Source: an optimization exercise on an open RTL-to-GDS flow (aim: small area and a short achievable clock period). Production flows keep margins and buffers that such runs may drop. Function was checked by simulation only, so behaviour that the tests miss may differ from the original. The flow treats the clock pin as an ideal source, which a real chip does not have. Power and IR drop assume default switching activity.

Setup of blue:
==> flow/design.v (excerpt) <==
module parameterized_signed_alu #(parameter in_data_width=16,out_data_width=16,arith_out_data_width=32)(
input signed [in_data_width-1:0]A,B,
input clk,rst,
input [3:0]alu_fn,
output shift_flag,arith_flag,logic_flag,cmp_flag,carry_out,
output [out_data_width-1:0]shift_out,logic_out,cmp_out,
output signed[arith_out_data_width-1:0] arith_out
);
localparam K0 = 6;               
localparam RW = 16 - K0;         
localparam DSW = 1 + 16 + RW + RW + K0;    
localparam WW = (DSW > 32) ? DSW : 32;
wire arith_en = (alu_fn[3:2] == 2'b00);
wire logic_en = (alu_fn[3:2] == 2'b01);
wire cmp_en   = (alu_fn[3:2] == 2'b10);
wire shift_en = (alu_fn[3:2] == 2'b11);
wire [16:0] sum;
wire ge;
wire ad_sub = alu_fn[0] | alu_fn[3];
  wire [16:0] ad_c;
  wire [15:0] ad_bb = B ^ {16{ad_sub}};
  assign ad_c[0] = ad_sub;
  genvar ad_i;
  generate for (ad_i = 0; ad_i < 16; ad_i = ad_i + 1) begin : ad_bt
    alu_fa ad_u_fa (.a(A[ad_i]), .b(ad_bb[ad_i]), .c(ad_c[ad_i]), .s(sum[ad_i]), .co(ad_c[ad_i+1]));
  end endgenerate
  assign sum[16] = A[15] ^ ad_bb[15] ^ ad_c[16];
  assign ge = ad_c[16];
wire [31:0] prod;
  wire [16:0] mu_bx = {B, 1'b0};
  wire [7:0] mu_one, mu_two, mu_neg;
  wire [16:0] mu_pp0;
  wire mu_ppn0 = ~mu_pp0[16];
  wire [16:0] mu_pp1;
  wire mu_ppn1 = ~mu_pp1[16];
  ...
export LEC_CHECK = 0
export ABC_AREA = 1
export CAP_MARGIN = 20
export CORE_MARGIN = 2
export CORE_UTILIZATION = 70
export SLEW_MARGIN = 20
export SYNTH_HIERARCHICAL = 1
export SYNTH_MINIMUM_KEEP_SIZE = 0
create_clock -name core_clock -period 85.0 [get_ports {clk}]
standard.sh (not shown) runs the stock make flow with config.mk's settings and CLKGATE_MAP_FILE= SYNTH_SCRIPT=/design/flow/synth_recipe.tcl, a recipe that flattens the netlist after the stock synthesis.
==> flow/flow/run.sh <==
#!/bin/bash
# The standard layout (standard.sh), with two changes:
#  - the port buffers are sky130_fd_sc_hd__buf_2 instead of the buffer the
#    port-buffering step picks by default (every port still gets one);
#  - before clock-tree synthesis, flip-flops with 8 or more loads get drive
#    strength 4 (flow/upsize_ff.tcl); their cell type is unchanged.
# Each tool's output goes to the ORFS logs under orfs/logs; make's output to standard.log.
export BUFFER_PORTS_ARGS="-buffer_cell sky130_fd_sc_hd__buf_2"
export PRE_CTS_TCL="$PWD/flow/upsize_ff.tcl"
bash standard.sh > standard.log 2>&1
==> flow/flow/upsize_ff.tcl <==
# Upsize flip-flops that drive many loads (drive strength only; the cell type stays the same).
proc upsize_ff { min_fo size } {
  set n 0
  set block [[[ord::get_db] getChip] getBlock]
  foreach inst [$block getInsts] {
    set m [[$inst getMaster] getName]
    if { ![regexp {^(sky130_fd_sc_hd__(dfxtp|dfrtp))_1$} $m -> base] } { continue }
    set fo 0
    foreach it [$inst getITerms] {
      if { [$it isOutputSignal] } {
        set net [$it getNet]
        if { $net == "NULL" } { continue }
        foreach lt [$net getITerms] { if { [$lt isInputSignal] } { incr fo } }
      }
    }
    if { $fo < $min_fo } { continue }
    set lc [get_lib_cells -quiet ${base}_$size]
    if { $lc != "" } { replace_cell [get_cells [$inst getName]] $lc; incr n }
  }
  puts "upsize_ff: resized $n flip-flops (fanout >= $min_fo) to size $size"
}

# Runs at the start of the CTS step (PRE_CTS_TCL): stronger drive for the result
# register's high-fanout bits, which start the paths after the register.
upsize_ff 8 4
detailed_placement
--- input diff blue..red ---
Settings: changing CORE_UTILIZATION from 70 to 78.
## What came out
red was carried through to the last stage, and its layout satisfied the timing, design-rule and antenna checks.
A type of the worst setup path of flop to primary output is what red shows, while input port to flop belongs to blue.
Between red and blue, the global-route usage is higher for red.
Diff blue..red | share of power burned in the clock network | negligible
Total non-filler cell area in the finished layout improves in red relative to blue.

---

## lane 1
parameterized_signed_alu, a different RTL version from the one above (not shown whole).
Size in the first run: about 2600 cells after synthesis, ~120 I/O pins, roughly 0.016 sq mm of cells after synthesis.
export LEC_CHECK = 0
export ABC_AREA = 1
export CAP_MARGIN = 20
export CORE_MARGIN = 2
export CORE_UTILIZATION = 70
export SLEW_MARGIN = 20
export SYNTH_HIERARCHICAL = 1
export SYNTH_MINIMUM_KEEP_SIZE = 0
create_clock -name core_clock -period 85.0 [get_ports {clk}]
==> flow/flow/run.sh <==
#!/bin/bash
export BUFFER_PORTS_ARGS="-buffer_cell sky130_fd_sc_hd__buf_2"
export PRE_CTS_TCL="$PWD/flow/tighten.tcl"
export TIGHT_PERIOD=29.0
bash standard.sh > standard.log 2>&1
==> flow/flow/tighten.tcl <==
# Runs at the start of the CTS step (PRE_CTS_TCL), on the placed design.
# Repair setup timing against a clock of TIGHT_PERIOD ns (same input/output delays),
# legalize, then restore the step's own constraints (the design's clock period).
set sdc_in $::env(RESULTS_DIR)/3_place.sdc
set f [open $sdc_in r]
set txt [read $f]
close $f
regsub -all -- {-period\s+[0-9.]+} $txt "-period $::env(TIGHT_PERIOD)" tight
set tight_sdc $::env(OBJECTS_DIR)/tight_clock.sdc
set f [open $tight_sdc w]
puts $f $tight
close $f

set_dont_use $::env(DONT_USE_CELLS)
read_sdc $tight_sdc
estimate_parasitics -placement
puts "tighten: worst slack at $::env(TIGHT_PERIOD) ns before repair: [sta::worst_slack_cmd max]"
repair_timing -setup -repair_tns 100 -verbose
detailed_placement
estimate_parasitics -placement
puts "tighten: worst slack at $::env(TIGHT_PERIOD) ns after repair: [sta::worst_slack_cmd max]"
read_sdc $sdc_in
puts "tighten: constraints restored from $sdc_in, worst slack [sta::worst_slack_cmd max]"
diff inputs: lane 1 => lane 2
- swapping 70 for 85 in CORE_UTILIZATION
==> flow/run.sh (new file) <==
#!/bin/bash
# synth_recipe.tcl (not shown) runs the flow's synth.tcl, then flattens the netlist and writes it again
# the make line also repeats each setting of config.mk as NAME=value (left out here)
make -C /OpenROAD-flow-scripts/flow DESIGN_CONFIG=/design/flow/config.mk WORK_HOME=/design/flow/orfs CLKGATE_MAP_FILE= SYNTH_SCRIPT=/design/flow/synth_recipe.tcl finish
removed: flow/flow/run.sh
removed: flow/flow/tighten.tcl
removed: flow/standard.sh
==> comparison <==
Lane 2 never completed; the flow aborted with a tool error in global placement (3_3_place_gp). Lane 1: all stages complete, timing, DRC and antenna checks passed. Diff lane 2..lane 1 | number of enable-type register cells in the synthesized netlist | unchanged. Reported for lane 1 and lane 2, count of mapped cells out of synthesis turned out identical to the last digit. Lane 1 and lane 2 ended up with nearly the same number of buffers inserted by port buffering.

---

parameterized_signed_alu again, from the RTL that the note above started with.
make LEC_CHECK=0 ABC_AREA=1 CAP_MARGIN=20 CORE_MARGIN=2 CORE_UTILIZATION=70 SLEW_MARGIN=20 SYNTH_HIERARCHICAL=1 SYNTH_MINIMUM_KEEP_SIZE=0 finish   # period 85.0 ns
run.sh (not shown) runs the stock make flow with config.mk's settings and CLKGATE_MAP_FILE= SYNTH_SCRIPT=/design/flow/synth_recipe.tcl, a recipe that flattens the netlist after the stock synthesis.
Stock flow here: none of the scripts above is used.
Next try:
==> flow/flow/run.sh (new file) <==
#!/bin/bash
export BUFFER_PORTS_ARGS="-buffer_cell sky130_fd_sc_hd__buf_2"
export PRE_CTS_TCL="$PWD/flow/tighten.tcl"
export TIGHT_PERIOD=30.5
bash standard.sh > standard.log 2>&1
==> flow/flow/tighten.tcl (new file) <==
# Runs at the start of the CTS step (PRE_CTS_TCL), on the placed design.
# Repair setup timing against a clock of TIGHT_PERIOD ns (same input/output delays),
# legalize, then restore the step's own constraints (the design's clock period).
set sdc_in $::env(RESULTS_DIR)/3_place.sdc
set f [open $sdc_in r]
set txt [read $f]
close $f
regsub -all -- {-period\s+[0-9.]+} $txt "-period $::env(TIGHT_PERIOD)" tight
set tight_sdc $::env(OBJECTS_DIR)/tight_clock.sdc
set f [open $tight_sdc w]
puts $f $tight
close $f

set_dont_use $::env(DONT_USE_CELLS)
read_sdc $tight_sdc
estimate_parasitics -placement
puts "tighten: worst slack at $::env(TIGHT_PERIOD) ns before repair: [sta::worst_slack_cmd max]"
repair_timing -setup -repair_tns 100 -verbose
detailed_placement
estimate_parasitics -placement
puts "tighten: worst slack at $::env(TIGHT_PERIOD) ns after repair: [sta::worst_slack_cmd max]"
read_sdc $sdc_in
puts "tighten: constraints restored from $sdc_in, worst slack [sta::worst_slack_cmd max]"
==> flow/standard.sh (new file) <==
#!/bin/bash
# synth_recipe.tcl (not shown) runs the flow's synth.tcl, then flattens the netlist and writes it again
# the make line also repeats each setting of config.mk as NAME=value (left out here)
make -C /OpenROAD-flow-scripts/flow DESIGN_CONFIG=/design/flow/config.mk WORK_HOME=/design/flow/orfs CLKGATE_MAP_FILE= SYNTH_SCRIPT=/design/flow/synth_recipe.tcl "${@:-finish}"
removed: flow/run.sh
After rerunning:
- sequential power barely changes
- cell count shrinks by 0.31%
- global-route usage is lower by 0.80 points
- cell area went down by 3.1%
- power decreases by 0.77%
- setup slack improved by 0.51 ns
- count of clock-buffer cells in the layout does not change
- via count shrinks by 1.4%
Next try:
==> flow/run.sh (new file) <==
#!/bin/bash
# synth_recipe.tcl (not shown) runs the flow's synth.tcl, then flattens the netlist and writes it again
# the make line also repeats each setting of config.mk as NAME=value (left out here)
make -C /OpenROAD-flow-scripts/flow DESIGN_CONFIG=/design/flow/config.mk WORK_HOME=/design/flow/orfs CLKGATE_MAP_FILE= SYNTH_SCRIPT=/design/flow/synth_recipe.tcl finish
Settings changed: CORE_UTILIZATION 70 to 40.
removed: flow/flow/run.sh
removed: flow/flow/tighten.tcl
removed: flow/standard.sh
Fmax came out lower by 2.1%.
Hold slack gets better by 0.48 ns.
Final cell count came out higher by 8.7%.

## what the ideal ports hide
No port has a modelled driver above. Below, the same layouts with a new extraction and two added sets of constraints.
Step 1: set_driving_cell puts a clkbuf_16 on clk and a buf_2 on each other input, an assumption about the parent block.
Step 2, shift: input delay + t, output delay - t, t = (earliest + latest rising clock arrival at the registers) / 2. This alone moves slack from input paths to output paths.
Slacks: ideal ports / drivers / drivers and shift; pairs: ideal ports / drivers.
run | t, ns | setup WS [ns] | hold WS [ns] | cell pins on the clock port's net
blue | 0.333 | 55.404 / 55.392 / 55.099 | 16.519 / 16.565 / 16.897 | 1
red | 0.336 | 55.170 / 55.130 / 55.360 | 16.504 / 16.511 / 16.847 | 1
lane 1 | 0.326 | 55.374 / 55.335 / 55.120 | 16.510 / 16.502 / 16.828 | 1
the first run of note 3 | 0.335 | 53.812 / 53.835 / 53.500 | 16.918 / 16.915 / 17.250 | 1
the second run of note 3 | 0.334 | 54.321 / 54.278 / 54.399 | 16.506 / 16.495 / 16.829 | 1
the third run of note 3 | 0.340 | 53.677 / 53.635 / 53.638 | 16.988 / 16.974 / 17.314 | 1
After both steps setup and hold are still met in every run listed. For the first run of note 3, which loses most, drivers alone change the setup slack by +0.023 ns; drivers and shift together by -0.312 ns.
